Context: an optimization exercise on an open-source flow, tuned for small area and a short achievable clock period. The choices shown serve that exercise and are no tape-out recipe. In this exercise RTL edits were held to simulation tests only and were not proved equivalent to the original. No activity file was given, so power comes from the tool's default toggle rates.

### flow/run.sh
#!/bin/bash
# synth_recipe.tcl (not shown) runs the flow's synth.tcl, then flattens the netlist and writes it again
# the make line also repeats each setting of config.mk as NAME=value (left out here)
make -C /OpenROAD-flow-scripts/flow DESIGN_CONFIG=/design/flow/config.mk WORK_HOME=/design/flow/orfs CLKGATE_MAP_FILE= SYNTH_SCRIPT=/design/flow/synth_recipe.tcl finish
### flow/constraint.sdc
create_clock -name core_clock -period 22.0 [get_ports {clk}]
set_input_delay 4.4000 -clock core_clock [delete_from_list [all_inputs] [get_ports {clk}]]
set_output_delay 4.4000 -clock core_clock [all_outputs]
set_load 0.01 [all_outputs]
### flow/design.v
module cpu (
    input clk, 
    input reset,
    output reg [31:0] iaddr,
    input [31:0] idata,
    output reg [31:0] daddr,
    input [31:0] drdata,
    output reg [31:0] dwdata,
    output reg [3:0] dwe,
    output [32*32-1:0] registers
);
    reg [31:0] register_file[0:31];  
    reg [31:0] iaddr_d, daddr_q, dwdata_q; 
    reg [3:0] dwe_q;
    reg branch,branch_q;  
    reg we, we_q;
    reg [4:0] reg_file_addr, reg_file_addr_q;
    reg [31:0] register_file_in, register_file_in_q;
    assign registers = {register_file[31], register_file[30], register_file[29], register_file[28], register_file[27], register_file[26], register_file[25], register_file[24], register_file[23], register_file[22], register_file[21], register_file[20], register_file[19], register_file[18], register_file[17], register_file[16], register_file[15], register_file[14], register_file[13], register_file[12], register_file[11], register_file[10], register_file[9], register_file[8], register_file[7], register_file[6], register_file[5], register_file[4], register_file[3], register_file[2], register_file[1], register_file[0]};
    integer i; 
    always @(posedge clk) begin
        if(reset) begin
            iaddr <= 0;
            for(i=0; i<32; i=i+1) begin
                register_file[i] <= 0;
            end
            daddr_q <= 0;
            dwdata_q <= 0;
            dwe_q <= 0;
            branch_q <= 0;
            we_q <= 0;
            reg_file_addr_q <= 0;
            register_file_in_q <= 0;
        end else begin 
            if(branch == 1)
                iaddr <= iaddr_d;
            else
                iaddr <= iaddr_d + 4;
            daddr_q <= daddr;
            if(reg_file_addr == 0)
                register_file[reg_file_addr] <= 0;
            else if(we) begin 
                register_file[reg_file_addr] <= register_file_in;
            end
            dwdata_q <= dwdata;
            dwe_q <= dwe;
            we_q <= we;
            reg_file_addr_q <= reg_file_addr;
            register_file_in_q <= register_file_in;
        end
    end
    always @(*) begin
            branch = branch_q;
            iaddr_d = iaddr;
            daddr = daddr_q;
            we = we_q;
            dwdata = dwdata_q;
            dwe = dwe_q;
            reg_file_addr = reg_file_addr_q;
            register_file_in = register_file_in_q;
        if(idata[1:0] == 'b11) begin
			if(idata[6:2] == 'b00000) begin
				if({idata[14:12]} == 'b000) begin
				    daddr = register_file[idata[19:15]] + {{20{idata[31]}},idata[31:20]};
				    reg_file_addr = idata[11:7]; 
				    register_file_in ={{24{drdata[{daddr[1:0],3'b111}]}},drdata[{daddr[1:0],3'b000} +: 8]};
				    dwe = 0;
				    we = 1;
				end
				if({idata[14:12]} == 'b001) begin
				    daddr = register_file[idata[19:15]] + {{20{idata[31]}},idata[31:20]};
				    reg_file_addr = idata[11:7]; 
				    register_file_in ={{16{drdata[{daddr[1],4'b1111}]}},drdata[{daddr[1],4'b0000} +: 16]};
				    dwe = 0;
				    we = 1;
				end
				if({idata[14:12]} == 'b010) begin
				    daddr = register_file[idata[19:15]] + {{20{idata[31]}},idata[31:20]};
				    reg_file_addr = idata[11:7]; 
				    register_file_in =drdata[31:0];
				    dwe = 0;
				    we = 1;
				end
				if({idata[14:12]} == 'b100) begin
				    daddr = register_file[idata[19:15]] + {{20{idata[31]}},idata[31:20]};
				    reg_file_addr = idata[11:7]; 
				    register_file_in ={{24{1'b0}},drdata[{daddr[1:0],3'b000} +: 8]};
				    dwe = 0;
				    we = 1;
				end
				if({idata[14:12]} == 'b101) begin
				    daddr = register_file[idata[19:15]] + {{20{idata[31]}},idata[31:20]};
				    reg_file_addr = idata[11:7]; 
				    register_file_in ={{16{1'b0}},drdata[{daddr[1],4'b0000} +: 16]};
				    dwe = 0;
				    we = 1;
				end
			end	
			if(idata[6:2] == 'b01000) begin	
				dwe = 0;
				if({idata[14:12]} == 'b000) begin
				    daddr = register_file[idata[19:15]] + {{20{idata[31]}},idata[31:25],idata[11:7]};
				    if(daddr % 4 == 0) begin dwe[0] = 1'b1; dwdata[7:0] = (daddr==0)?0:register_file[idata[24:20]][7:0]; end
				    if(daddr % 4 == 1) begin dwe[1] = 1'b1; dwdata[15:8] = (daddr==0)?0:register_file[idata[24:20]][7:0]; end
				    if(daddr % 4 == 2) begin dwe[2] = 1'b1; dwdata[23:16] = (daddr==0)?0:register_file[idata[24:20]][7:0]; end
				    if(daddr % 4 == 3) begin dwe[3] = 1'b1; dwdata[31:24] = (daddr==0)?0:register_file[idata[24:20]][7:0]; end
				    we = 0;
				end
				if({idata[14:12]} == 'b001) begin
				    we = 0;
				    daddr = register_file[idata[19:15]] + {{20{idata[31]}},idata[31:25],idata[11:7]};
				    if(daddr % 4 == 0) begin dwe[1:0] = 2'b11; dwdata[15:0] = (daddr==0)?0:register_file[idata[24:20]][15:0]; end
				    if(daddr % 4 == 2) begin dwe[3:2] = 2'b11; dwdata[31:16] = (daddr==0)?0:register_file[idata[24:20]][15:0]; end
				end
				if({idata[14:12]} == 'b010) begin
				    daddr = register_file[idata[19:15]] + {{20{idata[31]}},idata[31:25],idata[11:7]};
				    we = 0;
				    dwe = 4'b1111;
				    dwdata = (daddr==0)?0:register_file[idata[24:20]];
				end
			end
		    if(idata[6:2] == 'b01101) begin 
		        reg_file_addr = idata[11:7]; 
		        register_file_in ={idata[31:12],{12{1'b0}}};
		        dwe = 0;
		        we = 1;
		    end
		    if(idata[6:2] == 'b00101) begin
		        reg_file_addr = idata[11:7]; 
		        register_file_in =iaddr_d + {idata[31:12],{12{1'b0}}};
		        dwe = 0;
		        we = 1;
		    end
		    if(idata[6:2] == 'b00100) begin
				if({idata[14:12]} == 'b000) begin
				    reg_file_addr = idata[11:7]; 
				    register_file_in =register_file[idata[19:15]] + {{20{idata[31]}},idata[31:20]};
				    dwe = 0;
				    we = 1;
				end
				if({idata[14:12]} == 'b010) begin 
				    reg_file_addr = idata[11:7]; 
				    register_file_in =$signed(register_file[idata[19:15]])<$signed({{20{idata[31]}},idata[31:20]})?{{31{1'b0}},1'b1}:{32{1'b0}};
				    dwe = 0;
				    we = 1;
				end
				if({idata[14:12]} == 'b011) begin 
				    reg_file_addr = idata[11:7]; 
				    register_file_in =register_file[idata[19:15]]<{{20{idata[31]}},idata[31:20]}?{{31{1'b0}},1'b1}:{32{1'b0}};
				    dwe = 0;
				    we = 1;
				end
				if({idata[14:12]} == 'b100) begin
				    reg_file_addr = idata[11:7]; 
				    register_file_in =register_file[idata[19:15]] ^ {{20{idata[31]}},idata[31:20]};
				    dwe = 0;
				    we = 1;
				end
				if({idata[14:12]} == 'b110) begin
				    reg_file_addr = idata[11:7]; register_file_in =register_file[idata[19:15]] | {{20{idata[31]}},idata[31:20]};
				    dwe = 0;
				    we = 1;
				end
				if({idata[14:12]} == 'b111) begin
				    reg_file_addr = idata[11:7]; register_file_in =register_file[idata[19:15]] & {{20{idata[31]}},idata[31:20]};
				    dwe = 0;
				    we = 1;
				end
				if({idata[31:25],idata[14:12]} == 'b0000000001) begin
				    reg_file_addr = idata[11:7]; 
				    register_file_in =register_file[idata[19:15]] << idata[24:20];
				    dwe = 0;
				    we = 1;
				end
				if({idata[31:25],idata[14:12]} == 'b0000000101) begin
				    reg_file_addr = idata[11:7]; 
				    register_file_in =register_file[idata[19:15]] >> idata[24:20];
				    dwe = 0;
				    we = 1;
				end
				if({idata[31:25],idata[14:12]} == 'b0100000101) begin
				    reg_file_addr = idata[11:7]; 
				    register_file_in =$signed(register_file[idata[19:15]]) >>> idata[24:20];
				    dwe = 0;
				    we = 1;
				end
			end	
			if(idata[6:2] == 'b01100) begin	
				if({idata[31:25],idata[14:12]} == 'b0000000000) begin
				    reg_file_addr = idata[11:7]; 
				    register_file_in = register_file[idata[19:15]] + register_file[idata[24:20]];
				    dwe = 0;
				    we = 1;
				end
				if({idata[31:25],idata[14:12]} == 'b0100000000) begin
				    reg_file_addr = idata[11:7]; 
				    register_file_in = register_file[idata[19:15]] - register_file[idata[24:20]];
				    dwe = 0;
				    we = 1;
				end
				if({idata[31:25],idata[14:12]} == 'b0000000001) begin
				    reg_file_addr = idata[11:7]; 
				    register_file_in = register_file[idata[19:15]] << register_file[idata[24:20]][4:0];
				    dwe = 0;
				    we = 1;
				end
				if({idata[31:25],idata[14:12]} == 'b0000000010) begin
				    reg_file_addr = idata[11:7]; 
				    register_file_in = $signed(register_file[idata[19:15]])<$signed(register_file[idata[24:20]])?{{31{1'b0}},1'b1}:{32{1'b0}};
				    dwe = 0;
				    we = 1;
				end
				if({idata[31:25],idata[14:12]} == 'b0000000011) begin
				    reg_file_addr = idata[11:7]; 
				    register_file_in = register_file[idata[19:15]]<register_file[idata[24:20]]?{{31{1'b0}},1'b1}:{32{1'b0}};
				    dwe = 0;
				    we = 1;
				end
				if({idata[31:25],idata[14:12]} == 'b0000000100) begin
				    reg_file_addr = idata[11:7]; 
				    register_file_in = register_file[idata[19:15]] ^ register_file[idata[24:20]];
				    dwe = 0;
				    we = 1;
				end
				if({idata[31:25],idata[14:12]} == 'b0000000101) begin
				    reg_file_addr = idata[11:7]; 
				    register_file_in = register_file[idata[19:15]] >> register_file[idata[24:20]][4:0];
				    dwe = 0;
				    we = 1;
				end
				if({idata[31:25],idata[14:12]} == 'b0100000101) begin
				    reg_file_addr = idata[11:7];
				    register_file_in = $signed(register_file[idata[19:15]]) >>> register_file[idata[24:20]][4:0];
				    dwe = 0;
				    we = 1;
				end
				if({idata[31:25],idata[14:12]} == 'b0000000110) begin
				    reg_file_addr = idata[11:7]; 
				    register_file_in = register_file[idata[19:15]] | register_file[idata[24:20]];
				    dwe = 0;
				    we = 1;
				end
				if({idata[31:25],idata[14:12]} == 'b0000000111) begin
				    reg_file_addr = idata[11:7];
				    register_file_in = register_file[idata[19:15]] & register_file[idata[24:20]];
				    dwe = 0;
				    we = 1;
				end
			end	
		    if(idata[6:0] == 7'b1101111) begin
		        reg_file_addr = idata[11:7];
		        register_file_in =(reg_file_addr==0)?0:iaddr_d + 4;
		        iaddr_d = iaddr + {{12{idata[31]}},idata[19:12],idata[20],idata[30:21],1'b0};
		        branch = 1;
		        dwe = 0;
		        we = 1;
		    end
		    if({idata[14:12],idata[6:0]} == 10'b0001100111) begin
		        reg_file_addr = idata[11:7]; 
		        register_file_in =(reg_file_addr==0)?0:iaddr_d + 4;
		        iaddr_d = (register_file[idata[19:15]] + {{20{idata[31]}},idata[31:20]})&~1; 
		        branch = 1;
		        dwe = 0;
		        we = 1;
		    end
		    if({idata[14:12],idata[6:0]} == 10'b0001100011) begin
		        if(register_file[idata[24:20]] == register_file[idata[19:15]]) begin 
		            iaddr_d = iaddr_d + {{20{idata[31]}},idata[7],idata[30:25],idata[11:8],1'b0};
		            branch = 1;
		        end
		        dwe = 0;
		        we = 0;
		    end
		    if({idata[14:12],idata[6:0]} == 10'b0011100011) begin
		        if((register_file[idata[24:20]] > register_file[idata[19:15]]) || (register_file[idata[24:20]] < register_file[idata[19:15]])) begin 
		            iaddr_d = iaddr_d + {{20{idata[31]}},idata[7],idata[30:25],idata[11:8],1'b0};
		            branch = 1;
		        end 
		        dwe = 0;
		        we = 0;
		    end
		    if({idata[14:12],idata[6:0]} == 10'b1001100011) begin
		        if($signed(register_file[idata[19:15]]) < $signed(register_file[idata[24:20]])) begin
		            iaddr_d = iaddr_d + {{20{idata[31]}},idata[7],idata[30:25],idata[11:8],1'b0};
		            branch = 1;
		        end 
		        dwe = 0;
		        we = 0;
		    end
		    if({idata[14:12],idata[6:0]} == 10'b1011100011) begin
		        if($signed(register_file[idata[19:15]]) >= $signed(register_file[idata[24:20]])) begin 
		            iaddr_d = iaddr_d + {{20{idata[31]}},idata[7],idata[30:25],idata[11:8],1'b0};
		            branch = 1;
		        end
		        dwe = 0;
		        we = 0;
		    end
		    if({idata[14:12],idata[6:0]} == 10'b1101100011) begin
		        if(register_file[idata[19:15]] < register_file[idata[24:20]]) begin 
		            iaddr_d = iaddr_d + {{20{idata[31]}},idata[7],idata[30:25],idata[11:8],1'b0};
		            branch = 1;
		        end 
		        dwe = 0;
		        we = 0;
		    end
		    if({idata[14:12],idata[6:0]} == 10'b1111100011) begin
		        if(register_file[idata[19:15]] >= register_file[idata[24:20]]) begin 
		            iaddr_d = iaddr_d + {{20{idata[31]}},idata[7],idata[30:25],idata[11:8],1'b0};
		            branch = 1;
		        end 
		        dwe = 0;
		        we = 0;
		    end
		end	    
    end 
endmodule
### flow/config.mk
export PLATFORM = sky130hd
export DESIGN_NAME = cpu
export DESIGN_NICKNAME = cpu
export VERILOG_FILES = /design/flow/design.v
export SDC_FILE = /design/flow/constraint.sdc
export NUM_CORES = 4
export LEC_CHECK = 0
export CAP_MARGIN = 20
export CORE_MARGIN = 2
export CORE_UTILIZATION = 25
export PLACE_DENSITY = 0.35
export SLEW_MARGIN = 20
==> notes.md <==
==> registers in the layout, indices dropped and copies added (netlist names) <==
name and flops:
register_file 1024, register_file_in_q 32, dwdata_q 32, dwe_q 4, we_q 1, reg_file_addr_q 5
daddr_q 32, iaddr 31
==> final timing paths <==
| check | endpoint | slack [ps] | depth (start not counted) |
|---|---|---|---|
| max | iaddr[31] | 1130 | 70 |
| min | dwe_q[2] | 460 | 2 |
| max reg2reg | iaddr[31] | 4910 | 70 |
| min reg2reg | dwe_q[2] | 460 | 2 |
==> kinds of logic (layout without fill, tap and decap cells) <==
family                     count (synthesis)  after routing  synth area share
xor gates and xnor gates                 291            291            0.0248
AOI/OAI and AO/OA                       2785           2785             0.183
and+or+nand+nor                         3549           3549             0.155
muxes                                   1228           1228             0.207
adders and majority gates                468            468            0.0578
DFF                                     1161           1161             0.325
other                                      1             69         0.0000364
buffers and inverters                   1126           2904            0.0473
==> stage by stage <==
| stage | util | cell area (µm²) | power, µW | setup WS, ps |
|---|---|---|---|---|
| after global routing | 0.325 | 133000 | 8860 | 187 |
| after floorplan | - | 103000 | 4120 | 2020 |
| after global placement | 0.312 | 128000 | 5940 | 336 |
| final | 0.325 | 133000 | 8740 | 1130 |
| after detailed placement | 0.313 | 128000 | 5930 | 584 |
| after CTS | 0.325 | 133000 | 8620 | 1390 |
==> routing by layer <==
metal | vias up | global-route usage | wire (µm)
li1 | 44200 | - | -
met2 | 7940 | 0.620 | 382000
met3 | 1758 | 0.110 | 88100
met4 | 44 | 0.260 | 68600
met1 | 59100 | 0.513 | 346000
met5 | - | 0 | 272
==> worst reg2reg max path, delay by kind of cell, from the launching register on <==
family | cells | cell delay, ps
AO/OA/AOI/OAI | 26 | 6590
AND/OR/NAND/NOR | 20 | 3770
adder cells (fa/ha/maj) | 8 | 2730
buffers and inverters | 9 | 1460
multiplexers | 2 | 1070
XOR/XNOR | 5 | 780
flip-flops | 1 | 620
==> cell type report <==
type | instances | share of cell area
flip-flops and latches | 1161 | 0.251
well taps | 5451 | 0.0511
diodes | 36 | 0.000676
inverters | 244 | 0.00705
clock inverters | 87 | 0.00567
clock buffers | 201 | 0.0322
multi-input cells | 8354 | 0.493
repair buffers | 2372 | 0.159
==> power by group <==
| group | switching, µW | internal (µW) |
|---|---|---|
| Sequential | 138 | 2470 |
| Clock | 1200 | 1500 |
| Combinational | 2340 | 1090 |
==> cells in the final DEF, fill, tap and decap left out, types with 131 or more instances in the layout <==
master           netlist  routed
buf_4                 57    1159
o21ai_0              508     498
mux2i_1              372     352
a211oi_1             137     131
mux2_2               147     147
nand3_1              167     163
a21o_1               137     137
ha_1                 456     456
edfxtp_1            1024    1024
a21oi_1              690     684
nor2_1              1530    1516
clkbuf_16              0     163
xnor2_1              190     187
inv_1                227     223
dfxtp_1              137     137
clkdlybuf4s50_1        0    1169
nand2_1              810     742
mux4_2               703     701
nor3_1               392     385
==> out/results.tsv <==
metric	value	unit
status	complete, no violations	
synth.most_common_cell	nor2_1	
num_vias	113000	
syn_area	103000	µm²
chipHeight	646	µm
power.leakage	0.0500	µW
io_buffers	1188	
synth_cell_types	129	
path_class	input port to flop	
htree_levels	4	
grt_remaining_overflow	0	
ant_nets	0	
drive_gt1_frac	0.210	
maxCapViolations	0	
netlist_instances	10600	
stdcell_count	17900	
hold_start	dwe_q[2]	
cts.sinks	1161	
timing.fmax	47.9	MHz
worstMarginPinSlew	1400	ps
critPathLaunch	idata[15]	
synthFlopType	edfxtp_1	
design.core.area	410000	µm²
ys_top_cells_by_count	1530 x nor2_1, 1024 x edfxtp_1, 810 x nand2_1, 703 x mux4_2, 690 x a21oi_1	
wl_per_cell	49.4	µm
skew	135	ps
hp-class	flop to flop	
critPathSlowestCell	mux2i_1	
synth_area_leaders	edfxtp_1 30%, mux4_2 15%, nor2_1 5.6%	
drt_iter0_markers	17400	
yosys.area.top_type	edfxtp_1	
gp_congestion	1.05	
synth_edf_count	1024	
ctsResizeCount	0	
dp_hpwl	686000	µm
fin_crit	20870	ps
die_w	646	µm
pwr_density_cell	65.5	nW/µm²
n_fill_cell	42400	
cp_max_fo	45	
cts_inserted_buffers	160	
regArea	33500	µm²
synth_top_area_share	0.299	
holdBufCountCts	0	
cts_max_path_buffers	4	
required	22840	ps
row_count	235	
die_area	417000	µm²
crit_buf_inv	13	
antenna_found_initial	97	
ys_seq_elements	1161	
grt_start_max_net_pins	106	
worst_ep_arrival_time	21710	ps
end_kind	flop	
ios	1190	
grt_pass1_vias	106000	
grt_pass1_wl	1130000	µm
synthToLayoutAreaGrowth	29.5	%
placed_cells	17600	
finalHoldViolations	0	
wl	885000	µm
yosysWarnings	1	
cts_setup_buffers	0	
drc	0	
maxSlewViolCount	0	
reg2reg_from	register_file[19][0]	
max_stage_delay	800	ps
irDropWorstVdd	0.0524	mV
grtUsageTotal	0.409	
final_nets	12800	
fin_setup_tns	0	ps
hold_slack	463	ps
cts_tree	yes	
ys_seq_area_frac	0.325	
drtPass1Iterations	8	
setup_viol	0	
multi_input_area	65800	µm²
start_kind	input port	
rsz0062_at_grt	false	
cp_top_family	compound AO/OA/AOI/OAI gates	
viasPerCell	6.31	
relSlewSlack	0.0645	
start_util	0.251	
synthArstFlopShare	0	
path_clk_slew	60	ps
cts_root_buf	clkbuf_16	
avgSynthCellArea	9.70	µm²
clk_latency	1010	ps
fin_crit_sh	0.949	

==> static timing again, ports no longer ideal <==
How much do the figures lean on ideal ports? The routed layout below was timed once more, with nothing changed but the port constraints.
Step 1 sets driving cells, clkbuf_16 on the clock port and buf_2 on the other inputs (assumed; they add their load-dependent delay and slew).
Step 2 moves the port delays by t, midway between the first and last clock arrival at a register: inputs arrive t later, outputs are due t later. That takes back most of the time a late clock gives input paths.
Three values: ideal, step 1, step 2; two values: the first two.
t, ns: 1.076
setup slack, ns: 1.125 / 1.177 / 0.101
worst register clock-pin slew, ns: 0.09 / 0.09
worst slew at a driven data input, ns: 0.41
After both steps setup and hold are still met in this run. For this run, drivers alone change the setup slack by +0.052 ns; drivers and shift together by -1.024 ns.
